Context: an optimization exercise on an open-source flow, tuned for small area, a short achievable clock period and few clock cycles. The choices shown serve that exercise and are no tape-out recipe.
Function was not checked in any run shown here: the RTL went through the layout flow alone.

--- flow/run.sh ---
#!/bin/bash
# synth_recipe.tcl (not shown) runs the flow's synth.tcl, then flattens the netlist and writes it again
# the make line also repeats each setting of config.mk as NAME=value (left out here)
make -C /OpenROAD-flow-scripts/flow DESIGN_CONFIG=/design/flow/config.mk WORK_HOME=/design/flow/orfs CLKGATE_MAP_FILE= SYNTH_SCRIPT=/design/flow/synth_recipe.tcl finish
--- flow/config.mk ---
export PLATFORM = sky130hd
export DESIGN_NAME = JAM
export DESIGN_NICKNAME = JAM
export VERILOG_FILES = /design/flow/design.v
export SDC_FILE = /design/flow/constraint.sdc
export NUM_CORES = 4
export LEC_CHECK = 0
export CAP_MARGIN = 20
export CORE_MARGIN = 2
export CORE_UTILIZATION = 40
export SLEW_MARGIN = 20
--- flow/constraint.sdc ---
create_clock -name core_clock -period 5.0 [get_ports {CLK}]
set_input_delay 1.0000 -clock core_clock [delete_from_list [all_inputs] [get_ports {CLK}]]
set_output_delay 1.0000 -clock core_clock [all_outputs]
set_load 0.01 [all_outputs]
--- flow/design.v ---
module JAM (
input CLK,
input RST,
output [2:0] W,
output [2:0] J,
input [6:0] Cost,
output [3:0] MatchCount,
output [9:0] MinCost,
output Valid );
reg        dfs, done;    
reg        srt;          
reg        first;        
reg  [6:0] p;            
reg  [6:0] mn;           
reg  [6:0] bf [0:7];     
reg        addp;         
reg        addc;         
reg  [9:0] base;         
reg  [6:0] rm [0:7];     
reg  [6:0] cm [0:7];     
reg  [7:0] zc [0:7];     
reg  [2:0] row [0:7];    
reg  [7:0] sk;           
reg  [6:0] R  [0:7];     
reg  [2:0] js [0:7];     
reg  [7:0] used;         
reg  [7:0] L;            
reg  [7:0] jo;           
reg        ev;           
reg        st;           
reg        fix;          
reg [11:0] G;            
reg [11:0] Gq;           
reg [11:0] H;            
reg  [9:0] best;
reg  [3:0] cnt;
assign MinCost = best;
assign MatchCount = cnt;
assign Valid = done;
integer i;
function [12:0] fadd(input [11:0] a, input [11:0] b, input cin);
    reg [11:0] g, q, gg, pp, c;
    integer k, m;
    begin
        g = a & b;
        q = a ^ b;
        gg = g; pp = q;
        for (k = 1; k < 12; k = k * 2)
            for (m = 11; m >= k; m = m - 1) begin
                gg[m] = gg[m] | (pp[m] & gg[m-k]);
                pp[m] = pp[m] & pp[m-k];
            end
        c[0] = cin;
        for (m = 1; m < 12; m = m + 1) c[m] = gg[m-1] | (pp[m-1] & cin);
        fadd = {gg[11] | (pp[11] & cin), q ^ c};
    end
endfunction
function [7:0] lowbit(input [7:0] m);
    lowbit = m & (~m + 8'd1);
endfunction
function [2:0] enc(input [7:0] oh);
    enc = {|(oh & 8'hf0), |(oh & 8'hcc), |(oh & 8'haa)};
endfunction
function [7:0] above(input [7:0] oh);    
    integer k;
    begin
        above[0] = 1'b0;
        for (k = 1; k < 8; k = k + 1) above[k] = above[k-1] | oh[k-1];
    end
endfunction
wire [7:0] Lc   = {L[6:0], L[7]};
wire [7:0] Lp   = {L[0], L[7:1]};
wire [7:0] Lpp  = {L[1:0], L[7:2]};
wire [7:0] Lppp = {L[2:0], L[7:3]};
reg [6:0] rmc, rmch, rmp, rmpp, cmc, Rpp, Rppp;
reg [2:0] jp, jpp, wc, wch, wp;
always @(*) begin
    rmc = 7'd0; rmch = 7'd0; rmp = 7'd0; rmpp = 7'd0; cmc = 7'd0; Rpp = 7'd0; Rppp = 7'd0;
    jp = 3'd0; jpp = 3'd0; wc = 3'd0; wch = 3'd0; wp = 3'd0;
    for (i = 0; i < 8; i = i + 1) begin
        rmc  = rmc  | (rm[i] & {7{L[i]}});
        rmch = rmch | (rm[i] & {7{Lc[i]}});
        rmp  = rmp  | (rm[i] & {7{Lp[i]}});
        rmpp = rmpp | (rm[i] & {7{Lpp[i]}});
        cmc  = cmc  | (cm[i] & {7{jo[i]}});
        Rpp  = Rpp  | (R[i]  & {7{Lpp[i]}});
        Rppp = Rppp | (R[i]  & {7{Lppp[i]}});
        jp   = jp   | (js[i] & {3{Lp[i]}});
        jpp  = jpp  | (js[i] & {3{Lpp[i]}});
        wc   = wc   | (row[i] & {3{L[i]}});
        wch  = wch  | (row[i] & {3{Lc[i]}});
        wp   = wp   | (row[i] & {3{Lp[i]}});
    end
end
reg  [7:0] zr_c, zr_ch, zr_p;                        
always @(*) begin
    for (i = 0; i < 8; i = i + 1) begin
        zr_c[i]  = |(zc[i] & L);
        zr_ch[i] = |(zc[i] & Lc);
        zr_p[i]  = |(zc[i] & Lp);
    end
end
wire [7:0] bp  = 8'd1 << jp;
wire [7:0] bpp = 8'd1 << jpp;
wire       red = ~dfs & ~done & ~srt;
wire       rdrow = ~p[6];                            
wire       lastpos = (p[2:0] == 3'd7);
wire [6:0] rmin = ((p[2:0] == 3'd0) | (Cost < mn)) ? Cost : mn;
wire [3:0] wq = p[6:3] - 4'd1;                       
wire [7:0] wqoh = 8'd1 << wq[2:0];
wire [6:0] x = bf[0] - rm[7];
wire       colinit = (wq == 4'd0);
wire       xlt = x < cm[0];
wire [6:0] cmn = (colinit | xlt) ? x : cm[0];
wire [7:0] zcn = (colinit | xlt) ? wqoh : ((x == cm[0]) ? (zc[0] | wqoh) : zc[0]);
wire [6:0] pa = p + {6'd0, ~first};                  
reg [3:0] zk [0:7];
reg [7:0] placed;
always @(*) begin
    placed[7] = 1'b0;
    for (i = 6; i >= 0; i = i - 1) placed[i] = placed[i+1] | sk[i+1];
    for (i = 0; i < 8; i = i + 1)
        zk[i] = placed[i] ? 4'd15 :
                ({3'd0, zc[0][i]} + {3'd0, zc[1][i]} + {3'd0, zc[2][i]} + {3'd0, zc[3][i]} +
                 {3'd0, zc[4][i]} + {3'd0, zc[5][i]} + {3'd0, zc[6][i]} + {3'd0, zc[7][i]});
end
function [6:0] kmin(input [6:0] a, input [6:0] b);    
    kmin = (b[6:3] < a[6:3]) ? b : a;
endfunction
wire [6:0] k01 = kmin({zk[0], 3'd0}, {zk[1], 3'd1});
wire [6:0] k23 = kmin({zk[2], 3'd2}, {zk[3], 3'd3});
wire [6:0] k45 = kmin({zk[4], 3'd4}, {zk[5], 3'd5});
wire [6:0] k67 = kmin({zk[6], 3'd6}, {zk[7], 3'd7});
wire [6:0] kmn = kmin(kmin(k01, k23), kmin(k45, k67));
wire [7:0] ws = 8'd1 << kmn[2:0];                    
reg  [6:0] rm_k, rm_w;
reg  [2:0] row_k, row_w;
reg  [7:0] z_k, z_w;                                 
always @(*) begin
    rm_k = 7'd0; rm_w = 7'd0; row_k = 3'd0; row_w = 3'd0;
    for (i = 0; i < 8; i = i + 1) begin
        rm_k  = rm_k  | (rm[i]  & {7{sk[i]}});
        rm_w  = rm_w  | (rm[i]  & {7{ws[i]}});
        row_k = row_k | (row[i] & {3{sk[i]}});
        row_w = row_w | (row[i] & {3{ws[i]}});
    end
end
always @(*) begin
    for (i = 0; i < 8; i = i + 1) begin
        z_k[i] = |(zc[i] & sk);
        z_w[i] = |(zc[i] & ws);
    end
end
wire        phc = ~st & ~|(zr_c & jo);               
wire        php = ~|(zr_p & bp);
wire        sle = ~G[11];
wire        slt = (~G[11] & (|G)) | st;
wire        alp = ~Gq[11] & (|Gq);
wire [6:0]  d   = Cost - cmc;                         
wire        Hbig = ~H[11] & (|H[10:7]);
wire        cle = Hbig | (d <= H[6:0]);
wire        clt = Hbig | (d <  H[6:0]);
wire        le  = phc ? cle : sle;
wire        lt  = phc ? clt : slt;
wire [12:0] slx = fadd(H, {5'h1f, ~d}, 1'b1);        
wire [11:0] sl  = phc ? slx[11:0] : G;               
wire [9:0]  v   = best - sl[9:0];
wire        leaf = L[7];
wire        lfe = ev & leaf;
wire        imp = lfe & lt;                           
wire [7:0] fch = ~used & ~jo;
wire [7:0] m0c = zr_ch & fch;
wire [7:0] m1c = ~zr_ch & fch;
wire       f0c = |m0c;
wire       f1c = |m1c;
wire [7:0] ohc = f0c ? lowbit(m0c) : lowbit(m1c);
wire       desc = ev & ~leaf & le & (f0c | (lt & f1c));
wire [7:0] acu = st ? 8'hff : above(jo);
wire [7:0] m0s = phc ? 8'd0 : (zr_c & ~used & acu);
wire [7:0] m1s = ~zr_c & ~used & (phc ? acu : 8'hff) & {8{slt}};
wire       f0s = |m0s;
wire       fs  = f0s | (|m1s);
wire [7:0] ohs = f0s ? lowbit(m0s) : lowbit(m1s);
wire [7:0] fpa = ~(used & ~bp);
wire [7:0] apa = above(bp);
wire [7:0] m0p = php ? 8'd0 : (zr_p & fpa & apa);
wire [7:0] m1p = ~zr_p & fpa & (php ? apa : 8'hff) & {8{alp}};
wire       f0p = |m0p;
wire       fp  = (f0p | (|m1p)) & ~L[0];
wire [7:0] ohp = f0p ? lowbit(m0p) : lowbit(m1p);
wire [12:0] Hchx  = fadd(sl, {5'd0, rmch}, 1'b0);
wire [12:0] Hpx   = fadd(Gq, {5'd0, rmp}, 1'b0);
wire [12:0] gppx  = fadd(Gq, {5'd0, Rpp}, 1'b0);     
wire [12:0] gpppx = fadd(gppx[11:0], {5'd0, Rppp}, 1'b0);
wire [12:0] Hppx  = fadd(gppx[11:0], {5'd0, rmpp}, 1'b0);
wire [11:0] rnew  = G - sl;                            
wire [11:0] g0    = {2'b00, best} - {2'b00, base};
wire [2:0] Wnc = !dfs ? pa[5:3] : (fs ? wc : wp);
wire [2:0] Jnc = !dfs ? pa[2:0] : enc(fs ? ohs : ohp);
assign W = desc ? wch : Wnc;
assign J = desc ? enc(ohc) : Jnc;
always @(posedge CLK) begin
    if (red) begin
        if (!first) begin
            for (i = 0; i < 7; i = i + 1) begin
                bf[i] <= bf[i+1]; cm[i] <= cm[i+1]; zc[i] <= zc[i+1];
            end
            bf[7] <= Cost; cm[7] <= cmn; zc[7] <= zcn;
        end
        if (rdrow) mn <= rmin;
        if (rdrow && lastpos) begin
            for (i = 0; i < 7; i = i + 1) rm[i] <= rm[i+1];
            rm[7] <= rmin;
        end
        for (i = 0; i < 8; i = i + 1) row[i] <= i;
    end else if (srt) begin
        for (i = 0; i < 8; i = i + 1) begin
            if (ws[i]) begin
                rm[i] <= rm_k; row[i] <= row_k;
                for (int j = 0; j < 8; j = j + 1) zc[j][i] <= z_k[j];
            end
            if (sk[i]) begin
                rm[i] <= rm_w; row[i] <= row_w;
                for (int j = 0; j < 8; j = j + 1) zc[j][i] <= z_w[j];
            end
        end
    end else if (dfs && !fix) begin
        if (desc) begin
            for (i = 0; i < 8; i = i + 1) if (L[i]) R[i] <= rnew[6:0];
            for (i = 0; i < 8; i = i + 1) if (Lc[i]) js[i] <= enc(ohc);
        end else if (imp) begin
        end else if (fs) begin
            for (i = 0; i < 8; i = i + 1) if (L[i]) js[i] <= enc(ohs);
        end else if (fp) begin
            for (i = 0; i < 8; i = i + 1) if (Lp[i]) js[i] <= enc(ohp);
        end
    end
end
always @(posedge CLK or posedge RST) begin
    if (RST) begin
        dfs <= 1'b0; done <= 1'b0; srt <= 1'b0; first <= 1'b1; p <= 7'd0;
        addp <= 1'b0; addc <= 1'b0; base <= 10'd0; sk <= 8'd1;
        L <= 8'd1; used <= 8'd0; jo <= 8'd0;
        ev <= 1'b0; st <= 1'b0; fix <= 1'b0;
        G <= 12'd0; Gq <= 12'd0; H <= 12'd0;
        best <= 10'h3ff; cnt <= 4'd0;
    end else begin
    if (addp | addc) base <= base + {3'd0, addp ? mn : cm[7]};
    if (red) begin
        addp <= rdrow & lastpos;
        addc <= (wq == 4'd7) & ~first;
        first <= 1'b0;
        p <= pa;
        if (p == 7'd71) srt <= 1'b1;
    end else if (srt) begin
        addp <= 1'b0; addc <= 1'b0;
        sk <= {sk[6:0], sk[7]};
        if (sk[6]) begin
            srt <= 1'b0; dfs <= 1'b1; st <= 1'b1;
            G <= g0;
            H <= g0 + {5'd0, rm[0]};
        end
    end else if (dfs && fix) begin
        fix <= 1'b0;
        Gq <= Gq - G;
    end else if (dfs) begin
        st <= 1'b0;
        fix <= imp;
        if (lfe) begin
            if (lt) begin best <= v; cnt <= 4'd1; end
            else if (le) cnt <= cnt + 4'd1;
        end
        if (desc) begin
            used <= used | jo;
            L <= Lc; jo <= ohc; ev <= 1'b1;
            G <= sl; Gq <= G; H <= Hchx[11:0];
        end else if (imp) begin
            ev <= 1'b0; G <= sl;
        end else if (fs) begin
            jo <= ohs; ev <= 1'b1;
        end else if (fp) begin
            used <= used & ~bp;
            L <= Lp; jo <= ohp; ev <= 1'b1;
            G <= Gq; Gq <= gppx[11:0]; H <= Hpx[11:0];
        end else if (L[0] | L[1]) begin
            done <= 1'b1; dfs <= 1'b0;
        end else begin
            used <= used & ~bp & ~bpp;
            L <= Lpp; jo <= bpp; ev <= 1'b0;
            G <= gppx[11:0]; Gq <= gpppx[11:0]; H <= Hppx[11:0];
        end
    end
    end
end
endmodule
==> results of run 1 <==
cells in the final DEF, fill, tap and decap left out, types with 88 or more instances in the layout:
master	count
buf_4	645
a22oi_1	382
edfxtp_1	319
inv_1	253
o21ai_0	232
nand2_1	207
nor2_1	189
ha_1	164
a21o_1	146
a21oi_1	130
mux2i_1	114
nand4_1	108
a31oi_1	88
per-layer routing:
| metal | vias up | wire length, µm | part of all wire (%) | GRT usage, % |
|---|---|---|---|---|
| li1 | 15460 | - | - | - |
| met1 | 16930 | 58500 | 42 | 42.30 |
| met2 | 1896 | 61370 | 44 | 46.35 |
| met3 | 305 | 13200 | 9.5 | 5.139 |
| met4 | 2 | 5175 | 3.7 | 10.75 |
| met5 | - | 50 | 0.036 | 0 |
state kept, by name, indices dropped and copies added (netlist names), 24 cells and up:
register and cells:
R 56, bf 56, cm 56, js 24, rm 56, row 24, zc 64
worst max-delay path, delay by kind of cell, from the launching register on:
kind                     cells  cell delay, ns
adder cells (fa/ha/maj)      8            2.85
AND/OR/NAND/NOR              6            1.06
AO/OA/AOI/OAI               10            1.91
buffers and inverters        7            0.81
flip-flops                   1            0.42
multiplexers                 1            0.13
logic make-up (layout without fill, tap and decap cells):
| kind of cell | Yosys count | count (layout) | synth area share [%] |
|---|---|---|---|
| xor+xnor | 117 | 117 | 2.943 |
| simple gates | 862 | 862 | 12.64 |
| fa+ha+maj | 223 | 223 | 8.982 |
| mux | 155 | 155 | 4.671 |
| compound gates | 1409 | 1409 | 28.06 |
| buf+inv | 515 | 1119 | 6.000 |
| other cells | 1 | 7 | 0.01077 |
| flops | 451 | 451 | 36.70 |
layout make-up:
class / instances / area [µm²] / area share, %
clock buffers: 64 / 1346 / 3.012
clock inverters: 31 / 470.5 / 1.053
inverters: 263 / 992.2 / 2.220
multi-input cells: 2773 / 21080 / 47.15
flip-flops and latches: 451 / 12810 / 28.66
well taps: 1155 / 1445 / 3.233
repair buffers: 761 / 6555 / 14.67
worst max path at each step:
stage / start / endpoint / slack, ns / cells past startpoint
6_report: zc[0][5] / rm[5][0] / -2.50 / 32
3_5_place_dp: zc[3][4] / row[5][2] / -2.63 / 31
4_1_cts: zc[1][5] / zc[4][5] / -2.54 / 32
3_3_place_gp: zc[3][5] / row[5][2] / -2.58 / 30
2_1_floorplan: zc[3][5] / zc[7][0] / -2.81 / 35
5_1_grt: zc[3][4] / zc[2][4] / -2.71 / 35
repair_timing:
action	in CTS	in global routing
hold endpoints to repair	0	0
setup endpoints to repair	314	332
pin swaps	36	65
gates cloned	3	1
setup buffers	32	32
gates resized for setup	105	118
==> notes.md, run 1 <==
* Num CTS Buffers at 52
* Gr ovfl total at 0
* Worst Reg-to-Reg Cells at 32
* Max Fanout on Critical Path at 7
* IO Pins at 30
* Sequential-to-total area share from yosys stat at 36.70%
* Iter 0 DRT Violations at 4,189
* CP Launch Type: flip-flop
* Finished Layout Cells at 5,498
* Layout cell share with drive strength beyond 1 at 25.97%
* Dominant synthesized flop cell: edfxtp_1
* Worst min path class: reg2reg
* Post-synth EDFFs at 319
* DRC at 0
* Count of final hold-check violations at 0
* DIE AREA at 0.08943 mm²
* DP Cell Count at 5,339
* Antenna Violating Nets Remaining at 0
* H-tree depth at 2
* WL/cell at 25.15 µm
* Initial antenna violation count at 1
* Total of max-cap violations at 0
* Synth area leader: edfxtp_1
* Final setup viols at 322
* CP required at 5.35 ns
* Core Footprint at 0.08648 mm²
* Die Y-Extent at 299.1 µm
* CTS max path bufs at 3
* Mapped Cells at 3,733
* DR vias at 34,590
* Slew HR at 25.36%
* Area contributors post-synth: edfxtp_1 (28%), a22oi_1 (8.3%), dfrtp_1 (6.8%)
* Hold Startpoint: bf[6][4]
* Hold-fix buffers, CTS at 0
* Diode count at 0
* Setup WS post-layout at -2.498 ns
* Core Rows at 108
* Sink Count at 451
* Fin Clk Skew at 0.02270 ns
* Reg2reg end: rm[5][0]
* Number of detailed-route iterations in the first pass at 6
* Setup TNS at -654.77 ns
* Synth top area share at 27.51%
* CP max stage delay at 0.57 ns
* Crit path kind: reg2reg
* Yosys warning count at 9
* Crit Reg-Reg Startpoint: zc[0][5]
* SO Viols: setup timing
* Post-layout instance area at 0.04470 mm²
* Util after Layout at 51.68%
* Top post-synthesis cells by count: a22oi_1 (387), edfxtp_1 (319), inv_1 (261), o21ai_0 (261), nand2_1 (218)
* Hold Slack at 0.4152 ns
* Outcome: finished with violations
* Die width at 299.1 µm
* Async SR Flop Fraction at 23.95%
* Post-DP HPWL at 100,000 µm
* Unique masters post-synth at 117
* Post-Syn Area per Cell at 9.329 µm²
* Worst Hold Endpoint: bf[5][4]
* RSZ-0062 raised after global routing: yes
* Worst Hold Path Cells at 0
* Max Fclk at 133.4 MHz
* Pin count of the biggest net entering global routing at 141
* Nets at 4,534
* Worst Tran Pin Value at 1.117 ns
* Clk slew on worst S/H paths at 0.06 ns
* CP Data Arrival Time at 7.85 ns
* Fill count at 7,941
* Post-Place Worst Slack at -2.631 ns
* Root Buffer: clkbuf_16
* Final Cycle Share at 150.0%
* Cell area after placement at 0.04142 mm²
* Synth Cell Area at 0.03482 mm²
* I/O Buffers at 29
* First-pass GRT wire length at 207,100 µm
* Syn-to-layout area delta at 28.35%
* Tmin final at 7.498 ns
* Vias in the first global route at 32,830
* Final Wtd Congestion at 0.9699
* Final Slew Violations at 0
* Clock latency at the later pin of the worst-skew pair at 0.65 ns
* DR vias/cell at 6.292
* Seq cells post-synth at 451
* Starting Density at 40.27%
* Most common cell in the netlist: a22oi_1
* Total GRT Usage at 30.01%
* Routed wire length at 138,300 µm
* TritonCTS clock tree: done
* Crit-path slowest cell: fa_1
* R2R setup slack at -2.50 ns
* Element type at the critical path end: flip-flop
==> run 2: changes to the inputs <==
--- a/flow/design.v
+++ b/flow/design.v
@@ -156,15 +156,19 @@
 wire        sle = ~G[11];
 wire        slt = (~G[11] & (|G)) | st;
 wire        alp = ~Gq[11] & (|Gq);
-wire [6:0]  d   = Cost - cmc;                         
+wire [12:0] dx  = fadd({5'd0, Cost}, {5'h1f, ~cmc}, 1'b1);
+wire [6:0]  d   = dx[6:0];                            
 wire        Hbig = ~H[11] & (|H[10:7]);
-wire        cle = Hbig | (d <= H[6:0]);
-wire        clt = Hbig | (d <  H[6:0]);
+wire [12:0] he  = fadd({5'd0, H[6:0]}, {5'h1f, ~d}, 1'b1);    
+wire [12:0] ht  = fadd({5'd0, H[6:0]}, {5'h1f, ~d}, 1'b0);    
+wire        cle = Hbig | ~he[11];
+wire        clt = Hbig | ~ht[11];
 wire        le  = phc ? cle : sle;
 wire        lt  = phc ? clt : slt;
 wire [12:0] slx = fadd(H, {5'h1f, ~d}, 1'b1);        
 wire [11:0] sl  = phc ? slx[11:0] : G;               
-wire [9:0]  v   = best - sl[9:0];
+wire [12:0] vx  = fadd({2'b00, best}, ~sl, 1'b1);
+wire [9:0]  v   = vx[9:0];                            
 wire        leaf = L[7];
 wire        lfe = ev & leaf;
 wire        imp = lfe & lt;                           
@@ -193,7 +197,8 @@
 wire [12:0] gppx  = fadd(Gq, {5'd0, Rpp}, 1'b0);     
 wire [12:0] gpppx = fadd(gppx[11:0], {5'd0, Rppp}, 1'b0);
 wire [12:0] Hppx  = fadd(gppx[11:0], {5'd0, rmpp}, 1'b0);
-wire [11:0] rnew  = G - sl;                            
+wire [12:0] rnx   = fadd(G, ~sl, 1'b1);
+wire [11:0] rnew  = rnx[11:0];                        
 wire [11:0] g0    = {2'b00, best} - {2'b00, base};
 wire [2:0] Wnc = !dfs ? pa[5:3] : (fs ? wc : wp);
 wire [2:0] Jnc = !dfs ? pa[2:0] : enc(fs ? ohs : ohp);
==> run 2 against run 1 <==
The layout still fails its checks (setup timing); synthesized cell count barely moved; utilization up 1.8 points; clock skew increased by 0.011 ns; cell area rose by 1.9%; synthesized area shrank 1.4%; fmax grew 5.1%; die area down 1.4%; sequential share of layout area down 0.54 points; first-iteration DRC count rose by 25%; non-clock buffer count grew 29; critical path type unchanged.
==> notes.md, run 2 <==
* Num CTS Buffers at 53 (was 52)
* CTS max path bufs at 3 (unchanged)
* Hold Startpoint: bf[4][2] (was bf[6][4])
* Global Route met3 Usage at 6.383% (was 5.139%)
* Routed wire length at 142,000 µm (was 138,300 µm)
* Vias in the first global route at 32,760 (was 32,830)
* Pin count of the biggest net entering global routing at 74 (was 141)
* DIE AREA at 0.08822 mm² (was 0.08943 mm²)
* Crit path kind: reg2reg (unchanged)
* Tmin final at 7.134 ns (was 7.498 ns)
* FF+latch area at 0.01280 mm² (was 0.01281 mm²)
* Worst Hold Endpoint: bf[3][2] (was bf[5][4])
* CP Launch Type: flip-flop (unchanged)
* Dominant synthesized flop cell: edfxtp_1 (unchanged)
* WL/cell at 25.73 µm (was 25.15 µm)
* TritonCTS clock tree: done (unchanged)
* Post-Syn Area per Cell at 9.203 µm² (was 9.329 µm²)
* Syn-to-layout area delta at 32.55% (was 28.35%)
* Met2 GRT Util at 45.67% (was 46.35%)
* Core Rows at 107 (was 108)
* Largest Register: zc (unchanged)
* Synth top area share at 27.89% (was 27.51%)
* Element type at the critical path end: flip-flop (unchanged)
* Fin Clk Skew at 0.03361 ns (was 0.02270 ns)
* Mapped Cells at 3,732 (was 3,733)
* DR vias/cell at 6.327 (was 6.292)
* Max Fclk at 140.2 MHz (was 133.4 MHz)
* Final Cycle Share at 142.7% (was 150.0%)
* Yosys warning count at 9 (unchanged)
* Async SR Flop Fraction at 23.95% (unchanged)
* CP required at 5.49 ns (was 5.35 ns)
* RSZ-0062 raised after global routing: yes (unchanged)
* IO Pins at 30 (unchanged)
* Area contributors post-synth: edfxtp_1 (28%), a22oi_1 (8.7%), dfrtp_1 (6.9%) (was edfxtp_1 (28%), a22oi_1 (8.3%), dfrtp_1 (6.8%))
* Commonest non-fill, non-tap cells in the layout: buf_4 (656), a22oi_1 (392), edfxtp_1 (319), nor2_1 (281), nand2_1 (277) (was buf_4 (645), a22oi_1 (382), edfxtp_1 (319), inv_1 (253), o21ai_0 (232))
* Worst Hold Path Cells at 0 (unchanged)
* Starting Density at 40.34% (was 40.27%)
* Util after Layout at 53.47% (was 51.68%)
* Root Buffer: clkbuf_16 (unchanged)
* Delay-heaviest family, CP: adder cells (unchanged)
* Worst min path class: reg2reg (unchanged)
* Initial antenna violation count at 0 (was 1)
* DR vias at 34,920 (was 34,590)
* Most common cell in the netlist: a22oi_1 (unchanged)
* Slew HR at 6.593% (was 25.36%)
* Sequential-to-total area share from yosys stat at 37.21% (was 36.70%)
* Final Slew Violations at 0 (unchanged)
* Multi-input gate area at 0.02157 mm² (was 0.02108 mm²)
* SO Viols: setup timing (unchanged)
* Fill count at 7,747 (was 7,941)
* Most crowded layer after global routing: met2 (unchanged)
* Iter 0 DRT Violations at 5,220 (was 4,189)
* Die width at 297.0 µm (was 299.1 µm)
* Count of final hold-check violations at 0 (unchanged)
* Sink Count at 451 (unchanged)
* Core Footprint at 0.08515 mm² (was 0.08648 mm²)
* Die Y-Extent at 297.0 µm (was 299.1 µm)
* I/O Buffers at 29 (unchanged)
* Unique masters post-synth at 113 (was 117)
* Crit-path slowest cell: fa_1 (unchanged)
* Number of flip-flops in the largest register at 64 (unchanged)
* Final setup viols at 439 (was 322)
* Gr ovfl total at 0 (unchanged)
* Post-synth EDFFs at 319 (unchanged)
* Met1 Use GR at 43.62% (was 42.30%)
* Clock latency at the later pin of the worst-skew pair at 0.64 ns (was 0.65 ns)
* Reg2reg end: row[1][2] (was rm[5][0])
* Post-DP HPWL at 102,400 µm (was 100,000 µm)
* Nets at 4,556 (was 4,534)
* First-pass GRT wire length at 209,200 µm (was 207,100 µm)
* Synth area leader: edfxtp_1 (unchanged)
* Commonest non-fill, non-tap cell in the layout: buf_4 (unchanged)
* Setup WS post-layout at -2.134 ns (was -2.498 ns)
* Clk slew on worst S/H paths at 0.06 ns (about the same)
* Layout cell share with drive strength beyond 1 at 29.30% (was 25.97%)
* R2R setup slack at -2.13 ns (was -2.50 ns)
* CP Data Arrival Time at 7.63 ns (was 7.85 ns)
* Seq cells post-synth at 451 (unchanged)
* Antenna Violating Nets Remaining at 0 (unchanged)
* CP max stage delay at 0.56 ns (was 0.57 ns)
* Total of max-cap violations at 0 (unchanged)
* Top post-synthesis cells by count: a22oi_1 (398), edfxtp_1 (319), nor2_1 (296), nand2_1 (293), a21oi_1 (234) (was a22oi_1 (387), edfxtp_1 (319), inv_1 (261), o21ai_0 (261), nand2_1 (218))
* Max Fanout on Critical Path at 8 (was 7)
* Worst Reg-to-Reg Cells at 32 (unchanged)
* Crit Reg-Reg Startpoint: zc[0][0] (was zc[0][5])
* DRC at 0 (unchanged)
* Worst Tran Pin Value at 1.396 ns (was 1.117 ns)
* Worst Path Buf+Inv at 7 (unchanged)
* Hold-fix buffers, CTS at 0 (unchanged)
* Number of detailed-route iterations in the first pass at 9 (was 6)
* Final Wtd Congestion at 1.008 (was 0.9699)
* H-tree depth at 2 (unchanged)
* Total GRT Usage at 30.63% (was 30.01%)
* Post-Place Worst Slack at -2.287 ns (was -2.631 ns)
* Synth Cell Area at 0.03434 mm² (was 0.03482 mm²)
* Outcome: finished with violations (unchanged)
-- run 2: cell types whose count changed after synthesis, moves of 53 or more --
cell / delta
a21o_1: -86
a21oi_1: +74
a221oi_1: +53
a31oi_1: -57
nand2_1: +75
nor2_1: +95
o21ai_0: -53
-- run 2: area by class of cell --
cell class | instances | share of cell area [%]
clock buffer | 59 | 3.053
timing repair buffer | 790 | 15.34
inverter | 235 | 1.971
clock inverter | 41 | 0.9894
antenna | 1 | 0.005497
tap | 1144 | 3.144
sequential | 451 | 28.12
multi-input combinational | 2799 | 47.37
-- run 2: timing repair --
item                                    in CTS  in global routing
buffers inserted                            28                 63
cloned                                       1                  6
resized for setup                           89                231
pin swaps                                   53                 98
endpoints found under the setup margin     440                468
-- run 2: worst max-delay path by stage --
stage,endpoint,slack [ns],startpoint,cells past startpoint
5_1_grt,row[1][2],-2.38,zc[0][0],33
2_1_floorplan,rm[0][4],-2.65,zc[3][0],36
6_report,row[1][2],-2.13,zc[0][0],32
3_5_place_dp,zc[5][5],-2.29,zc[0][2],32
3_3_place_gp,zc[5][5],-2.24,zc[0][4],32
4_1_cts,rm[7][0],-2.10,zc[0][0],31
-- run 2: cells by family after synthesis --
family	Yosys count	synth area share (%)
muxes	117	3.559
xor gates and xnor gates	113	2.882
AOI/OAI and AO/OA	1345	27.56
buffers and inverters	489	5.967
adders and majority gates	218	8.853
other	1	0.01092
DFF	451	37.21
and+or+nand+nor	998	13.96
-- run 2: routing by layer --
layer / routed length, µm / vias up
li1: - / 15490
met1: 59500 / 16820
met2: 60220 / 2176
met3: 15920 / 448
met4: 6389 / 0
met5: 0 / -
-- run 2: metrics by stage --
stage / area (µm²) / instances / setup TNS, ns / hold WS [ns]
3_5_place_dp: 41460 / 5331 / -806.15 / 0.4045
2_1_floorplan: 35360 / 3738 / -649.61 / 0.4003
3_3_place_gp: 41460 / 5331 / -784.48 / 0.4017
4_1_cts: 43890 / 5458 / -637.58 / 0.4182
5_1_grt: 45520 / 5519 / -691.40 / 0.4247
6_report: 45520 / 5520 / -594.44 / 0.4176
==> run 3: changes to the inputs <==
--- a/flow/design.v
+++ b/flow/design.v
@@ -21,6 +21,10 @@
 reg  [7:0] zc [0:7];     
 reg  [2:0] row [0:7];    
 reg  [7:0] sk;           
+reg  [7:0] wsr;          
+reg        sw;           
+reg        sk0;          
+reg  [3:0] zkr [0:7];    
 reg  [6:0] R  [0:7];     
 reg  [2:0] js [0:7];     
 reg  [7:0] used;         
@@ -31,7 +35,7 @@
 reg        fix;          
 reg [11:0] G;            
 reg [11:0] Gq;           
-reg [11:0] H;            
+reg [11:0] T;            
 reg  [9:0] best;
 reg  [3:0] cnt;
 assign MinCost = best;
@@ -115,14 +119,16 @@
 wire [7:0] zcn = (colinit | xlt) ? wqoh : ((x == cm[0]) ? (zc[0] | wqoh) : zc[0]);
 wire [6:0] pa = p + {6'd0, ~first};                  
 reg [3:0] zk [0:7];
+reg [3:0] zcount [0:7];
 reg [7:0] placed;
 always @(*) begin
     placed[7] = 1'b0;
     for (i = 6; i >= 0; i = i - 1) placed[i] = placed[i+1] | sk[i+1];
-    for (i = 0; i < 8; i = i + 1)
-        zk[i] = placed[i] ? 4'd15 :
-                ({3'd0, zc[0][i]} + {3'd0, zc[1][i]} + {3'd0, zc[2][i]} + {3'd0, zc[3][i]} +
-                 {3'd0, zc[4][i]} + {3'd0, zc[5][i]} + {3'd0, zc[6][i]} + {3'd0, zc[7][i]});
+    for (i = 0; i < 8; i = i + 1) begin
+        zcount[i] = {3'd0, zc[0][i]} + {3'd0, zc[1][i]} + {3'd0, zc[2][i]} + {3'd0, zc[3][i]} +
+                    {3'd0, zc[4][i]} + {3'd0, zc[5][i]} + {3'd0, zc[6][i]} + {3'd0, zc[7][i]};
+        zk[i] = placed[i] ? 4'd15 : zkr[i];
+    end
 end
 function [6:0] kmin(input [6:0] a, input [6:0] b);    
     kmin = (b[6:3] < a[6:3]) ? b : a;
@@ -132,13 +138,16 @@
 wire [6:0] k45 = kmin({zk[4], 3'd4}, {zk[5], 3'd5});
 wire [6:0] k67 = kmin({zk[6], 3'd6}, {zk[7], 3'd7});
 wire [6:0] kmn = kmin(kmin(k01, k23), kmin(k45, k67));
-wire [7:0] ws = 8'd1 << kmn[2:0];                    
+wire [7:0] ws = wsr;                                 
 reg  [6:0] rm_k, rm_w;
+reg  [3:0] zk_k, zk_w;
 reg  [2:0] row_k, row_w;
 reg  [7:0] z_k, z_w;                                 
 always @(*) begin
-    rm_k = 7'd0; rm_w = 7'd0; row_k = 3'd0; row_w = 3'd0;
+    rm_k = 7'd0; rm_w = 7'd0; row_k = 3'd0; row_w = 3'd0; zk_k = 4'd0; zk_w = 4'd0;
     for (i = 0; i < 8; i = i + 1) begin
+        zk_k  = zk_k  | (zkr[i] & {4{sk[i]}});
+        zk_w  = zk_w  | (zkr[i] & {4{ws[i]}});
         rm_k  = rm_k  | (rm[i]  & {7{sk[i]}});
         rm_w  = rm_w  | (rm[i]  & {7{ws[i]}});
         row_k = row_k | (row[i] & {3{sk[i]}});
@@ -156,16 +165,14 @@
 wire        sle = ~G[11];
 wire        slt = (~G[11] & (|G)) | st;
 wire        alp = ~Gq[11] & (|Gq);
-wire [12:0] dx  = fadd({5'd0, Cost}, {5'h1f, ~cmc}, 1'b1);
-wire [6:0]  d   = dx[6:0];                            
-wire        Hbig = ~H[11] & (|H[10:7]);
-wire [12:0] he  = fadd({5'd0, H[6:0]}, {5'h1f, ~d}, 1'b1);    
-wire [12:0] ht  = fadd({5'd0, H[6:0]}, {5'h1f, ~d}, 1'b0);    
-wire        cle = Hbig | ~he[11];
-wire        clt = Hbig | ~ht[11];
+wire        Tbig = ~T[11] & (|T[10:7]);
+wire [12:0] te  = fadd({5'd0, T[6:0]}, {5'h1f, ~Cost}, 1'b1);    
+wire [12:0] tt  = fadd({5'd0, T[6:0]}, {5'h1f, ~Cost}, 1'b0);    
+wire        cle = Tbig | ~te[11];
+wire        clt = Tbig | ~tt[11];
 wire        le  = phc ? cle : sle;
 wire        lt  = phc ? clt : slt;
-wire [12:0] slx = fadd(H, {5'h1f, ~d}, 1'b1);        
+wire [12:0] slx = fadd(T, {5'h1f, ~Cost}, 1'b1);     
 wire [11:0] sl  = phc ? slx[11:0] : G;               
 wire [12:0] vx  = fadd({2'b00, best}, ~sl, 1'b1);
 wire [9:0]  v   = vx[9:0];                            
@@ -192,11 +199,21 @@
 wire       f0p = |m0p;
 wire       fp  = (f0p | (|m1p)) & ~L[0];
 wire [7:0] ohp = f0p ? lowbit(m0p) : lowbit(m1p);
-wire [12:0] Hchx  = fadd(sl, {5'd0, rmch}, 1'b0);
-wire [12:0] Hpx   = fadd(Gq, {5'd0, rmp}, 1'b0);
+reg  [6:0] cmch, cmnc;
+always @(*) begin
+    cmch = 7'd0; cmnc = 7'd0;
+    for (i = 0; i < 8; i = i + 1) begin
+        cmch = cmch | (cm[i] & {7{ohc[i]}});
+        cmnc = cmnc | (cm[i] & {7{fs ? ohs[i] : ohp[i]}});
+    end
+end
+wire [12:0] ocx   = fadd({5'd0, rmch}, {5'd0, cmch}, 1'b0);
+wire [12:0] Tchx  = fadd(sl, ocx[11:0], 1'b0);        
+wire [12:0] hcx   = fadd(G, {5'd0, rmc}, 1'b0);
+wire [12:0] hpx   = fadd(Gq, {5'd0, rmp}, 1'b0);
+wire [12:0] Tncx  = fadd(fs ? hcx[11:0] : hpx[11:0], {5'd0, cmnc}, 1'b0);
 wire [12:0] gppx  = fadd(Gq, {5'd0, Rpp}, 1'b0);     
 wire [12:0] gpppx = fadd(gppx[11:0], {5'd0, Rppp}, 1'b0);
-wire [12:0] Hppx  = fadd(gppx[11:0], {5'd0, rmpp}, 1'b0);
 wire [12:0] rnx   = fadd(G, ~sl, 1'b1);
 wire [11:0] rnew  = rnx[11:0];                        
 wire [11:0] g0    = {2'b00, best} - {2'b00, base};
@@ -218,14 +235,16 @@
             rm[7] <= rmin;
         end
         for (i = 0; i < 8; i = i + 1) row[i] <= i;
-    end else if (srt) begin
+    end else if (srt && sk0) begin
+        for (i = 0; i < 8; i = i + 1) zkr[i] <= zcount[i];
+    end else if (srt && sw) begin
         for (i = 0; i < 8; i = i + 1) begin
             if (ws[i]) begin
-                rm[i] <= rm_k; row[i] <= row_k;
+                rm[i] <= rm_k; row[i] <= row_k; zkr[i] <= zk_k;
                 for (int j = 0; j < 8; j = j + 1) zc[j][i] <= z_k[j];
             end
             if (sk[i]) begin
-                rm[i] <= rm_w; row[i] <= row_w;
+                rm[i] <= rm_w; row[i] <= row_w; zkr[i] <= zk_w;
                 for (int j = 0; j < 8; j = j + 1) zc[j][i] <= z_w[j];
             end
         end
@@ -244,10 +263,10 @@
 always @(posedge CLK or posedge RST) begin
     if (RST) begin
         dfs <= 1'b0; done <= 1'b0; srt <= 1'b0; first <= 1'b1; p <= 7'd0;
-        addp <= 1'b0; addc <= 1'b0; base <= 10'd0; sk <= 8'd1;
+        addp <= 1'b0; addc <= 1'b0; base <= 10'd0; sk <= 8'd1; sw <= 1'b0; wsr <= 8'd0; sk0 <= 1'b0;
         L <= 8'd1; used <= 8'd0; jo <= 8'd0;
         ev <= 1'b0; st <= 1'b0; fix <= 1'b0;
-        G <= 12'd0; Gq <= 12'd0; H <= 12'd0;
+        G <= 12'd0; Gq <= 12'd0; T <= 12'd0;
         best <= 10'h3ff; cnt <= 4'd0;
     end else begin
     if (addp | addc) base <= base + {3'd0, addp ? mn : cm[7]};
@@ -256,14 +275,16 @@
         addc <= (wq == 4'd7) & ~first;
         first <= 1'b0;
         p <= pa;
-        if (p == 7'd71) srt <= 1'b1;
+        if (p == 7'd71) begin srt <= 1'b1; sk0 <= 1'b1; end
     end else if (srt) begin
         addp <= 1'b0; addc <= 1'b0;
-        sk <= {sk[6:0], sk[7]};
-        if (sk[6]) begin
+        sk0 <= 1'b0;
+        sw <= ~sw & ~sk0;
+        wsr <= 8'd1 << kmn[2:0];
+        if (sw) sk <= {sk[6:0], sk[7]};
+        if (sw && sk[6]) begin
             srt <= 1'b0; dfs <= 1'b1; st <= 1'b1;
             G <= g0;
-            H <= g0 + {5'd0, rm[0]};
         end
     end else if (dfs && fix) begin
         fix <= 1'b0;
@@ -278,21 +299,21 @@
         if (desc) begin
             used <= used | jo;
             L <= Lc; jo <= ohc; ev <= 1'b1;
-            G <= sl; Gq <= G; H <= Hchx[11:0];
+            G <= sl; Gq <= G; T <= Tchx[11:0];
         end else if (imp) begin
             ev <= 1'b0; G <= sl;
         end else if (fs) begin
-            jo <= ohs; ev <= 1'b1;
+            jo <= ohs; ev <= 1'b1; T <= Tncx[11:0];
         end else if (fp) begin
             used <= used & ~bp;
             L <= Lp; jo <= ohp; ev <= 1'b1;
-            G <= Gq; Gq <= gppx[11:0]; H <= Hpx[11:0];
+            G <= Gq; Gq <= gppx[11:0]; T <= Tncx[11:0];
         end else if (L[0] | L[1]) begin
             done <= 1'b1; dfs <= 1'b0;
         end else begin
             used <= used & ~bp & ~bpp;
             L <= Lpp; jo <= bpp; ev <= 1'b0;
-            G <= gppx[11:0]; Gq <= gpppx[11:0]; H <= Hppx[11:0];
+            G <= gppx[11:0]; Gq <= gpppx[11:0];
         end
     end
     end
==> run 3 against run 2 <==
Clock skew decreased by 0.0061 ns; setup slack improved by 1.7 ns; cell area is 1.7% higher; final cell count rose by 4.1%; still fails the layout checks on setup timing; non-clock buffer count down 47.
==> notes.md, run 3 <==
* Routed wire length at 146,700 µm (was 142,000 µm)
* Commonest non-fill, non-tap cells in the layout: buf_4 (619), a22oi_1 (419), nand2_1 (370), edfxtp_1 (351), o21ai_0 (287) (was buf_4 (656), a22oi_1 (392), edfxtp_1 (319), nor2_1 (281), nand2_1 (277))
* Reg2reg end: T[11] (was row[1][2])
* Hold Slack at 0.4183 ns (was 0.4176 ns)
* Commonest non-fill, non-tap cell in the layout: buf_4 (unchanged)
* SO Viols: setup timing (unchanged)
* TritonCTS clock tree: done (unchanged)
* Synth area leader: edfxtp_1 (unchanged)
* Worst Reg-to-Reg Cells at 24 (was 32)
* Worst Hold Path Cells at 0 (unchanged)
* Sequential-to-total area share from yosys stat at 38.44% (was 37.21%)
* Largest Register: zc (unchanged)
* Iter 0 DRT Violations at 5,550 (was 5,220)
* Post-DP HPWL at 103,800 µm (was 102,400 µm)
* Pin count of the biggest net entering global routing at 244 (was 74)
* I/O Buffers at 29 (unchanged)
* Number of detailed-route iterations in the first pass at 7 (was 9)
* Most common cell in the netlist: a22oi_1 (unchanged)
* Setup TNS at -5.506 ns (was -594.44 ns)
* Max Fclk at 184.2 MHz (was 140.2 MHz)
* Num CTS Buffers at 58 (was 53)
* Critical path cell sequence: buf_6, buf_6, a22oi_2, and4_4, buf_6, o21ai_4, or3_1, a32o_2, nor4b_4, a31o_2, a21o_1, buf_6, or3_4, nor3_4, o21ai_4, buf_6
* DR vias at 36,190 (was 34,920)
* Post-layout instance area at 0.04629 mm² (was 0.04552 mm²)
* Crit path top cell by count: buf_6
* Outcome: finished with violations (unchanged)
* Cell area after placement at 0.04153 mm² (was 0.04146 mm²)
* Hold Startpoint: bf[2][0] (was bf[4][2])
* IO Pins at 30 (unchanged)
* DP Cell Count at 5,517 (was 5,331)
* Synth top area share at 28.96% (was 27.89%)
* Slew HR at 33.74% (was 6.593%)
* Layout cell share with drive strength beyond 1 at 26.12% (was 29.30%)
* First-pass GRT wire length at 217,100 µm (was 209,200 µm)
* CTS max path bufs at 3 (unchanged)
* Seq cells post-synth at 493 (was 451)
* Final Slew Violations at 0 (unchanged)
* Total GRT Usage at 30.25% (was 30.63%)
* Mapped Cells at 4,014 (was 3,732)
* CP max stage delay at 0.55 ns (was 0.56 ns)
* Dominant synthesized flop cell: edfxtp_1 (unchanged)
* DR vias/cell at 6.297 (was 6.327)
* Synth Cell Area at 0.03639 mm² (was 0.03434 mm²)
* Post-Syn Area per Cell at 9.067 µm² (was 9.203 µm²)
* Fill count at 8,133 (was 7,747)
* R2R setup slack at -0.42 ns (was -2.13 ns)
* Gr ovfl total at 0 (unchanged)
* Die Y-Extent at 305.6 µm (was 297.0 µm)
* Tmin final at 5.429 ns (was 7.134 ns)
* Crit path kind: reg2out (was reg2reg)
* Diode count at 0 (was 1)
* Util after Layout at 51.35% (was 53.47%)
* Worst Hold Endpoint: bf[1][0] (was bf[3][2])
* Unique masters post-synth at 113 (unchanged)
* RSZ-0062 raised after global routing: yes (unchanged)
* Setup WS post-layout at -0.4289 ns (was -2.134 ns)
* CP required at 4.00 ns (was 5.49 ns)
* Core Rows at 110 (was 107)
* Max Fanout on Critical Path at 5 (was 8)
* Nets at 4,753 (was 4,556)
* Total of max-cap violations at 0 (unchanged)
* CP Data Arrival Time at 4.43 ns (was 7.63 ns)
* H-tree depth at 2 (unchanged)
* Vias in the first global route at 33,960 (was 32,760)
* Crit-path slowest cell: dfrtp_4 (was fa_1)
* Count of final hold-check violations at 0 (unchanged)
* WL/cell at 25.52 µm (was 25.73 µm)
* DRC at 0 (unchanged)
* Area contributors post-synth: edfxtp_1 (29%), a22oi_1 (9.5%), dfrtp_1 (7.2%) (was edfxtp_1 (28%), a22oi_1 (8.7%), dfrtp_1 (6.9%))
* Sink Count at 493 (was 451)
* Clk slew on worst S/H paths at 0.07 ns (was 0.06 ns)
* Final Wtd Congestion at 0.9976 (was 1.008)
* Antenna Violating Nets Remaining at 0 (unchanged)
* Crit Reg-Reg Startpoint: L[2] (was zc[0][0])
* Starting Density at 40.37% (was 40.34%)
* CP Launch Type: flip-flop (unchanged)
* Root Buffer: clkbuf_16 (unchanged)
* Number of flip-flops in the largest register at 64 (unchanged)
* Worst Tran Pin Value at 0.9939 ns (was 1.396 ns)
* Async SR Flop Fraction at 23.94% (was 23.95%)
* Top post-synthesis cells by count: a22oi_1 (459), nand2_1 (380), edfxtp_1 (351), o21ai_0 (326), nor2_1 (285) (was a22oi_1 (398), edfxtp_1 (319), nor2_1 (296), nand2_1 (293), a21oi_1 (234))
* Fin Clk Skew at 0.02754 ns (was 0.03361 ns)
* Finished Layout Cells at 5,748 (was 5,520)
* Multi-input gate area at 0.02175 mm² (was 0.02157 mm²)
* Clock latency at the later pin of the worst-skew pair at 0.66 ns (was 0.64 ns)
* Final setup viols at 22 (was 439)
* Worst min path class: reg2reg (unchanged)
* Syn-to-layout area delta at 27.19% (was 32.55%)
* Initial antenna violation count at 0 (unchanged)
* Core Footprint at 0.09015 mm² (was 0.08515 mm²)
* Final Cycle Share at 108.6% (was 142.7%)
* Post-synth EDFFs at 351 (was 319)
* Yosys warning count at 11 (was 9)
* DIE AREA at 0.09341 mm² (was 0.08822 mm²)
* FF+latch area at 0.01401 mm² (was 0.01280 mm²)
* Element type at the critical path end: primary output (was flip-flop)
* Die width at 305.6 µm (was 297.0 µm)
[run 3: cell types whose count changed in the layout (fill, tap and decap cells not counted), sizes merged, moves of 24 or more]
cell	before	now
o21ai	212	358
a222oi	2	26
o211ai	32	81
edfxtp	319	351
nand2	297	381
a22oi	404	466
a221oi	65	15
buf	761	719
mux2i	76	22
[run 3: repair_timing]
item,4_1_cts,5_1_grt
resized for setup,231,189
setup endpoints to repair,22,39
buffers inserted,86,55
pin swaps,93,138
hold buffers,0,0
cloned,1,0
[run 3: worst max-delay path: cells and delay by family, from the launching register on]
kind                   cells  cell delay [ns]
AND/OR/NAND/NOR            5             1.40
AO/OA/AOI/OAI              6             1.13
buffers and inverters      5             0.70
flip-flops                 1             0.55
[run 3: area by class of cell]
type / instances / share of cell area, %
clock inverter: 39 / 0.8893
timing repair buffer: 743 / 13.35
tap: 1176 / 3.179
inverter: 232 / 1.898
clock buffer: 68 / 3.419
sequential: 493 / 30.27
multi-input combinational: 2997 / 47.00
[run 3: worst max-delay path by stage]
| stage | to | startpoint | slack [ns] |
|---|---|---|---|
| after detailed placement | J[1] | Cost[4] | -0.71 |
| after floorplan | T[9] | L[7] | -0.15 |
| final | J[2] | L[2] | -0.43 |
| after CTS | J[1] | L[3] | -0.37 |
| after global routing | T[9] | L[4] | -0.60 |
| after global placement | T[10] | L[1] | -0.72 |
[run 3: logic make-up (layout without fill, tap and decap cells)]
group / count (synthesis) / after routing / share of synthesized area [%]
simple gates: 1096 / 1096 / 14.59
buf+inv: 530 / 1082 / 6.089
mux: 66 / 66 / 1.966
xor+xnor: 121 / 121 / 2.912
compound gates: 1488 / 1488 / 27.58
flops: 493 / 493 / 38.44
fa+ha+maj: 219 / 219 / 8.416
other cells: 1 / 7 / 0.01030
[run 3: stage by stage]
stage | worst slack (ns)
detailed placement | -0.7122
floorplan | -0.1452
CTS | -0.3729
global route | -0.6035
global placement | -0.7160
finish | -0.4289
[run 3: per-layer routing]
metal,up-vias,GRT usage [%],share of wire (%)
met1,17540,42.99,42
li1,16210,-,-
met3,380,6.413,10
met4,0,11.19,4.1
met5,-,0,0
met2,2062,45.11,43
==> run 4: changes to the inputs <==
--- a/flow/design.v
+++ b/flow/design.v
@@ -21,15 +21,16 @@
 reg  [7:0] zc [0:7];     
 reg  [2:0] row [0:7];    
 reg  [7:0] sk;           
+reg        sk0;          
 reg  [7:0] wsr;          
 reg        sw;           
-reg        sk0;          
 reg  [3:0] zkr [0:7];    
 reg  [6:0] R  [0:7];     
 reg  [2:0] js [0:7];     
 reg  [7:0] used;         
 reg  [7:0] L;            
 reg  [7:0] jo;           
+reg  [7:0] zr_c, zr_ch, zr_p;    
 reg        ev;           
 reg        st;           
 reg        fix;          
@@ -96,12 +97,15 @@
         wp   = wp   | (row[i] & {3{Lp[i]}});
     end
 end
-reg  [7:0] zr_c, zr_ch, zr_p;                        
+wire [7:0] Lcc = {L[5:0], L[7:6]};
+reg  [7:0] zr_cc, zr_pp, zr_ppp, zr_0, zr_1;          
 always @(*) begin
     for (i = 0; i < 8; i = i + 1) begin
-        zr_c[i]  = |(zc[i] & L);
-        zr_ch[i] = |(zc[i] & Lc);
-        zr_p[i]  = |(zc[i] & Lp);
+        zr_cc[i]  = |(zc[i] & Lcc);
+        zr_pp[i]  = |(zc[i] & Lpp);
+        zr_ppp[i] = |(zc[i] & Lppp);
+        zr_0[i]   = zc[i][0];
+        zr_1[i]   = zc[i][1];
     end
 end
 wire [7:0] bp  = 8'd1 << jp;
@@ -130,14 +134,16 @@
         zk[i] = placed[i] ? 4'd15 : zkr[i];
     end
 end
-function [6:0] kmin(input [6:0] a, input [6:0] b);    
-    kmin = (b[6:3] < a[6:3]) ? b : a;
-endfunction
-wire [6:0] k01 = kmin({zk[0], 3'd0}, {zk[1], 3'd1});
-wire [6:0] k23 = kmin({zk[2], 3'd2}, {zk[3], 3'd3});
-wire [6:0] k45 = kmin({zk[4], 3'd4}, {zk[5], 3'd5});
-wire [6:0] k67 = kmin({zk[6], 3'd6}, {zk[7], 3'd7});
-wire [6:0] kmn = kmin(kmin(k01, k23), kmin(k45, k67));
+reg [7:0] tc [0:7];
+reg [7:0] cand;
+always @(*) begin
+    for (i = 0; i < 8; i = i + 1)
+        for (int c = 0; c < 8; c = c + 1)
+            tc[c][i] = ~placed[i] & (zkr[i] <= c + 1);
+    cand = tc[7];
+    for (int c = 6; c >= 0; c = c - 1)
+        if (|tc[c]) cand = tc[c];
+end
 wire [7:0] ws = wsr;                                 
 reg  [6:0] rm_k, rm_w;
 reg  [3:0] zk_k, zk_w;
@@ -199,19 +205,21 @@
 wire       f0p = |m0p;
 wire       fp  = (f0p | (|m1p)) & ~L[0];
 wire [7:0] ohp = f0p ? lowbit(m0p) : lowbit(m1p);
-reg  [6:0] cmch, cmnc;
+reg  [6:0] cmch, cmsb, cmpa;
 always @(*) begin
-    cmch = 7'd0; cmnc = 7'd0;
+    cmch = 7'd0; cmsb = 7'd0; cmpa = 7'd0;
     for (i = 0; i < 8; i = i + 1) begin
         cmch = cmch | (cm[i] & {7{ohc[i]}});
-        cmnc = cmnc | (cm[i] & {7{fs ? ohs[i] : ohp[i]}});
+        cmsb = cmsb | (cm[i] & {7{ohs[i]}});
+        cmpa = cmpa | (cm[i] & {7{ohp[i]}});
     end
 end
 wire [12:0] ocx   = fadd({5'd0, rmch}, {5'd0, cmch}, 1'b0);
 wire [12:0] Tchx  = fadd(sl, ocx[11:0], 1'b0);        
 wire [12:0] hcx   = fadd(G, {5'd0, rmc}, 1'b0);
 wire [12:0] hpx   = fadd(Gq, {5'd0, rmp}, 1'b0);
-wire [12:0] Tncx  = fadd(fs ? hcx[11:0] : hpx[11:0], {5'd0, cmnc}, 1'b0);
+wire [12:0] Tsbx  = fadd(hcx[11:0], {5'd0, cmsb}, 1'b0);
+wire [12:0] Tpax  = fadd(hpx[11:0], {5'd0, cmpa}, 1'b0);
 wire [12:0] gppx  = fadd(Gq, {5'd0, Rpp}, 1'b0);     
 wire [12:0] gpppx = fadd(gppx[11:0], {5'd0, Rppp}, 1'b0);
 wire [12:0] rnx   = fadd(G, ~sl, 1'b1);
@@ -222,12 +230,14 @@
 assign W = desc ? wch : Wnc;
 assign J = desc ? enc(ohc) : Jnc;
 always @(posedge CLK) begin
+    for (i = 0; i < 7; i = i + 1) bf[i] <= bf[i+1];
+    bf[7] <= Cost;
     if (red) begin
         if (!first) begin
             for (i = 0; i < 7; i = i + 1) begin
-                bf[i] <= bf[i+1]; cm[i] <= cm[i+1]; zc[i] <= zc[i+1];
+                cm[i] <= cm[i+1]; zc[i] <= zc[i+1];
             end
-            bf[7] <= Cost; cm[7] <= cmn; zc[7] <= zcn;
+            cm[7] <= cmn; zc[7] <= zcn;
         end
         if (rdrow) mn <= rmin;
         if (rdrow && lastpos) begin
@@ -263,10 +273,11 @@
 always @(posedge CLK or posedge RST) begin
     if (RST) begin
         dfs <= 1'b0; done <= 1'b0; srt <= 1'b0; first <= 1'b1; p <= 7'd0;
-        addp <= 1'b0; addc <= 1'b0; base <= 10'd0; sk <= 8'd1; sw <= 1'b0; wsr <= 8'd0; sk0 <= 1'b0;
+        addp <= 1'b0; addc <= 1'b0; base <= 10'd0; sk <= 8'd1; sk0 <= 1'b0; sw <= 1'b0; wsr <= 8'd0;
         L <= 8'd1; used <= 8'd0; jo <= 8'd0;
         ev <= 1'b0; st <= 1'b0; fix <= 1'b0;
         G <= 12'd0; Gq <= 12'd0; T <= 12'd0;
+        zr_c <= 8'd0; zr_ch <= 8'd0; zr_p <= 8'd0;
         best <= 10'h3ff; cnt <= 4'd0;
     end else begin
     if (addp | addc) base <= base + {3'd0, addp ? mn : cm[7]};
@@ -280,11 +291,12 @@
         addp <= 1'b0; addc <= 1'b0;
         sk0 <= 1'b0;
         sw <= ~sw & ~sk0;
-        wsr <= 8'd1 << kmn[2:0];
+        wsr <= lowbit(cand);
         if (sw) sk <= {sk[6:0], sk[7]};
         if (sw && sk[6]) begin
             srt <= 1'b0; dfs <= 1'b1; st <= 1'b1;
             G <= g0;
+            zr_c <= zr_0; zr_ch <= zr_1;
         end
     end else if (dfs && fix) begin
         fix <= 1'b0;
@@ -299,21 +311,24 @@
         if (desc) begin
             used <= used | jo;
             L <= Lc; jo <= ohc; ev <= 1'b1;
+            zr_p <= zr_c; zr_c <= zr_ch; zr_ch <= zr_cc;
             G <= sl; Gq <= G; T <= Tchx[11:0];
         end else if (imp) begin
             ev <= 1'b0; G <= sl;
         end else if (fs) begin
-            jo <= ohs; ev <= 1'b1; T <= Tncx[11:0];
+            jo <= ohs; ev <= 1'b1; T <= Tsbx[11:0];
         end else if (fp) begin
             used <= used & ~bp;
             L <= Lp; jo <= ohp; ev <= 1'b1;
-            G <= Gq; Gq <= gppx[11:0]; T <= Tncx[11:0];
+            G <= Gq; Gq <= gppx[11:0]; T <= Tpax[11:0];
+            zr_c <= zr_p; zr_ch <= zr_c; zr_p <= zr_pp;
         end else if (L[0] | L[1]) begin
             done <= 1'b1; dfs <= 1'b0;
         end else begin
             used <= used & ~bp & ~bpp;
             L <= Lpp; jo <= bpp; ev <= 1'b0;
             G <= gppx[11:0]; Gq <= gpppx[11:0];
+            zr_c <= zr_pp; zr_ch <= zr_p; zr_p <= zr_ppp;
         end
     end
     end
==> run 4 against run 3 <==
Register-to-register slack improved by 0.06 ns; synthesized cell count rose by 7.2%; the layout still fails its checks (setup timing); largest cell class unchanged; synthesized area increased by 2.9%; fmax shrank 1.6%; routed wire length increased by 3.4%; critical endpoint is now J[1]; critical path type unchanged; sequential share of layout area rose by 1.2 points; sequential cell count is 24 higher; utilization is 3.3 points lower.
==> notes.md, run 4 <==
* Outcome: finished with violations (unchanged)
* SO Viols: setup timing (unchanged)
* CP Data Arrival Time at 4.52 ns (was 4.43 ns)
* First-pass GRT wire length at 225,200 µm (was 217,100 µm)
* DR vias at 37,850 (was 36,190)
* Mux contribution to synthesized area at 1.213% (was 1.967%)
* Routed wire length at 151,700 µm (was 146,700 µm)
* Reg2reg end: T[11] (unchanged)
* DIE AREA at 0.09607 mm² (was 0.09341 mm²)
* Antenna Violating Nets Remaining at 0 (unchanged)
* CP Launch Type: flip-flop (unchanged)
* DRC at 0 (unchanged)
* CTS max path bufs at 3 (unchanged)
* Vias in the first global route at 34,990 (was 33,960)
* Final Slew Violations at 0 (unchanged)
* Critical path cell sequence: a22o_4, buf_4, buf_4, o41a_1, a2111oi_4, buf_4, nor4b_4, buf_4, a41o_1, a32o_1, a32o_2, or4_4, a2111oi_4, a211oi_2, buf_2 (was buf_6, buf_6, a22oi_2, and4_4, buf_6, o21ai_4, or3_1, a32o_2, nor4b_4, a31o_2, a21o_1, buf_6, or3_4, nor3_4, o21ai_4, buf_6)
* Setup WS post-layout at -0.5158 ns (was -0.4289 ns)
* Synth Cell Area at 0.03744 mm² (was 0.03639 mm²)
* Synth area leader: edfxtp_1 (unchanged)
* Gr ovfl total at 0 (unchanged)
* Synth Area in Simple Gates at 15.03% (was 14.59%)
* CP max stage delay at 0.44 ns (was 0.55 ns)
* DR vias/cell at 6.476 (was 6.297)
* Num CTS Buffers at 60 (was 58)
* Final Cycle Share at 110.3% (was 108.6%)
* Slew HR at 23.36% (was 33.74%)
* Top post-synthesis cells by count: a22oi_1 (442), nand2_1 (401), o21ai_0 (341), nor2_1 (302), edfxtp_1 (295) (was a22oi_1 (459), nand2_1 (380), edfxtp_1 (351), o21ai_0 (326), nor2_1 (285))
* Post-synth EDFFs at 295 (was 351)
* Syn-to-layout area delta at 19.33% (was 27.19%)
* Clk slew on worst S/H paths at 0.06 ns (was 0.07 ns)
* Most common cell in the netlist: a22oi_1 (unchanged)
* H-tree depth at 2 (unchanged)
* Number of flip-flops in the largest register at 64 (unchanged)
* Post-Synth Adder-Cell Area at 7.565% (was 8.416%)
* Hold-fix buffers, CTS at 0 (unchanged)
* Worst min path class: reg2reg (unchanged)
* Iter 0 DRT Violations at 5,556 (was 5,550)
* Unique masters post-synth at 98 (was 113)
* Commonest non-fill, non-tap cell in the layout: buf_4 (unchanged)
* Total of max-cap violations at 0 (unchanged)
* Post-Syn Area per Cell at 8.698 µm² (was 9.067 µm²)
* Seq cells post-synth at 517 (was 493)
* Count of final hold-check violations at 0 (unchanged)
* Worst Tran Pin Value at 1.145 ns (was 0.9939 ns)
* Core Rows at 112 (was 110)
* Fill count at 8,893 (was 8,133)
* I/O Buffers at 29 (unchanged)
* Worst Reg-to-Reg Cells at 24 (unchanged)
* CP required at 4.00 ns (about the same)
* Die width at 310.0 µm (was 305.6 µm)
* Hold Startpoint: bf[7][6] (was bf[2][0])
* Max Fclk at 181.3 MHz (was 184.2 MHz)
* Root Buffer: clkbuf_16 (unchanged)
* Finished Layout Cells at 5,845 (was 5,748)
* Sink Count at 517 (was 493)
* Crit path top cell by count: buf_4 (was buf_6)
* Die Y-Extent at 310.0 µm (was 305.6 µm)
* Commonest non-fill, non-tap cells in the layout: buf_4 (453), a22oi_1 (442), nand2_1 (398), o21ai_0 (323), nor2_1 (299) (was buf_4 (619), a22oi_1 (419), nand2_1 (370), edfxtp_1 (351), o21ai_0 (287))
* Final setup viols at 11 (was 22)
* Element type at the critical path end: primary output (unchanged)
* Post-DP HPWL at 105,500 µm (was 103,800 µm)
* Yosys warning count at 12 (was 11)
* Largest Register: zc (unchanged)
* Final Wtd Congestion at 0.9838 (was 0.9976)
* Synth top area share at 23.66% (was 28.96%)
* Layout cell share with drive strength beyond 1 at 17.36% (was 26.12%)
* Fin Clk Skew at 0.03193 ns (was 0.02754 ns)
* R2R setup slack at -0.36 ns (was -0.42 ns)
* Initial antenna violation count at 2 (was 0)
* DP Cell Count at 5,686 (was 5,517)
* Number of detailed-route iterations in the first pass at 10 (was 7)
* Crit-path slowest cell: or4_4 (was dfrtp_4)
* Mapped Cells at 4,305 (was 4,014)
* Post-synthesis compound-gate area fraction at 29.58% (was 27.58%)
* Worst Hold Endpoint: bf[6][6] (was bf[1][0])
* Crit Reg-Reg Startpoint: L[0] (was L[2])
* Worst Hold Path Cells at 0 (unchanged)
* Crit path kind: reg2out (unchanged)
* Nets at 4,747 (was 4,753)
* Core Footprint at 0.09305 mm² (was 0.09015 mm²)
* Main combinational cell family by area after synthesis: compound AO/OA/AOI/OAI gates (unchanged)
* IO Pins at 30 (unchanged)
* Max Fanout on Critical Path at 3 (was 5)
* Starting Density at 40.24% (was 40.37%)
* Area contributors post-synth: edfxtp_1 (24%), a22oi_1 (8.9%), dfrtp_1 (8.6%) (was edfxtp_1 (29%), a22oi_1 (9.5%), dfrtp_1 (7.2%))
* Synth Area in XOR/XNOR at 3.041% (was 2.912%)
* Sequential-to-total area share from yosys stat at 37.47% (was 38.44%)
* Async SR Flop Fraction at 27.47% (was 23.94%)
* RSZ-0062 raised after global routing: yes (unchanged)
* Total GRT Usage at 30.79% (was 30.25%)
* TritonCTS clock tree: done (unchanged)
* Util after Layout at 48.02% (was 51.35%)
* Pin count of the biggest net entering global routing at 122 (was 244)
* Clock latency at the later pin of the worst-skew pair at 0.68 ns (was 0.66 ns)
* Dominant synthesized flop cell: edfxtp_1 (unchanged)
* WL/cell at 25.95 µm (was 25.52 µm)
* Tmin final at 5.516 ns (was 5.429 ns)
==> run 4: per-stage QoR <==
stage	TNS [ns]	hold WS, ns	cell area (µm²)	setup slack, ns
floorplan	-0.1508	0.3096	37550	-0.08086
global placement	-4.575	0.3100	41700	-0.4868
detailed placement	-5.377	0.3121	41700	-0.5150
CTS	-3.016	0.3247	44340	-0.4731
global route	-5.334	0.3263	44680	-0.6566
finish	-2.806	0.3221	44680	-0.5158
==> run 4: what timing repair did <==
item,CTS,global route
cloned,1,0
pin swaps,56,45
endpoints found under the hold margin,0,0
resized for setup,101,66
setup endpoints to repair,16,23
setup buffers,34,14
==> run 4: per-layer routing <==
layer / vias up / share of wire, % / track usage (%)
met2: 2419 / 43 / 45.66
met4: 0 / 4.7 / 12.98
met1: 18230 / 41 / 42.88
li1: 16780 / - / -
met5: - / 0 / 0.1011
met3: 429 / 12 / 7.220
==> run 4: worst max-delay path by stage <==
stage	depth (start not counted)	to	from
floorplan	26	T[10]	L[0]
global placement	17	J[1]	Cost[6]
detailed placement	16	J[1]	Cost[6]
CTS	17	J[1]	js[0][0]
global route	15	J[1]	js[0][0]
finish	15	J[1]	js[0][0]
==> run 4: layout make-up <==
type                            instances  area [µm²]  share of cell area (%)
Antenna cell                            1       2.502                0.005600
Clock buffer                           87        1758                   3.934
Clock inverter                         27       306.5                  0.6860
Inverter                              234       883.3                   1.977
Multi-Input combinational cell       3198       21750                   48.68
Sequential cell                       517       14060                   31.46
Tap cell                             1254        1569                   3.511
Timing Repair Buffer                  527        4355                   9.747
==> run 4: cell families (layout without fill, tap and decap cells) <==
kind of cell / count (synthesis) / in the layout
XOR/XNOR: 130 / 130
flip-flops: 517 / 517
buffers and inverters: 597 / 875
multiplexers: 42 / 42
other: 1 / 8
AND/OR/NAND/NOR: 1184 / 1185
AO/OA/AOI/OAI: 1634 / 1634
adder cells (fa/ha/maj): 200 / 200
==> run 4: critical path: cells and delay by family (launching register included) <==
kind            cells  cell delay [ns]
compound gates      8             2.17
buf+inv             5             0.78
simple gates        2             0.49
flops               1             0.41

==> port drivers added, routing unchanged <==
How much do the figures lean on ideal ports? The routed layouts below were timed once more, with nothing changed but the port constraints.
Step 1 (the two cells are an assumption about what drives the block):
set clk [get_ports {CLK}]
set_driving_cell -lib_cell sky130_fd_sc_hd__clkbuf_16 $clk
set_driving_cell -lib_cell sky130_fd_sc_hd__buf_2 [delete_from_list [all_inputs] $clk]
Step 2 also shifts input and output timing later by t, the mid clock arrival at the registers, as if the neighbouring blocks saw the same clock.
Three values: ideal ports, drivers, drivers and shift; two values: the first two.
| run | t, ns | slack for setup (ns) | worst setup path after step 2 | clock arrival spread, ns | pins driven straight from the clock port |
|---|---|---|---|---|---|
| run 1 | 0.708 | -2.498 / -2.498 / -2.498 | register to register | 0.024 / 0.024 | 1 |
| run 2 | 0.697 | -2.134 / -2.134 / -2.134 | register to register | 0.034 / 0.033 | 1 |
| run 3 | 0.724 | -0.429 / -0.505 / -0.425 | register to register | 0.028 / 0.028 | 1 |
| run 4 | 0.728 | -0.516 / -0.584 / -0.363 | register to register | 0.034 / 0.034 | 1 |
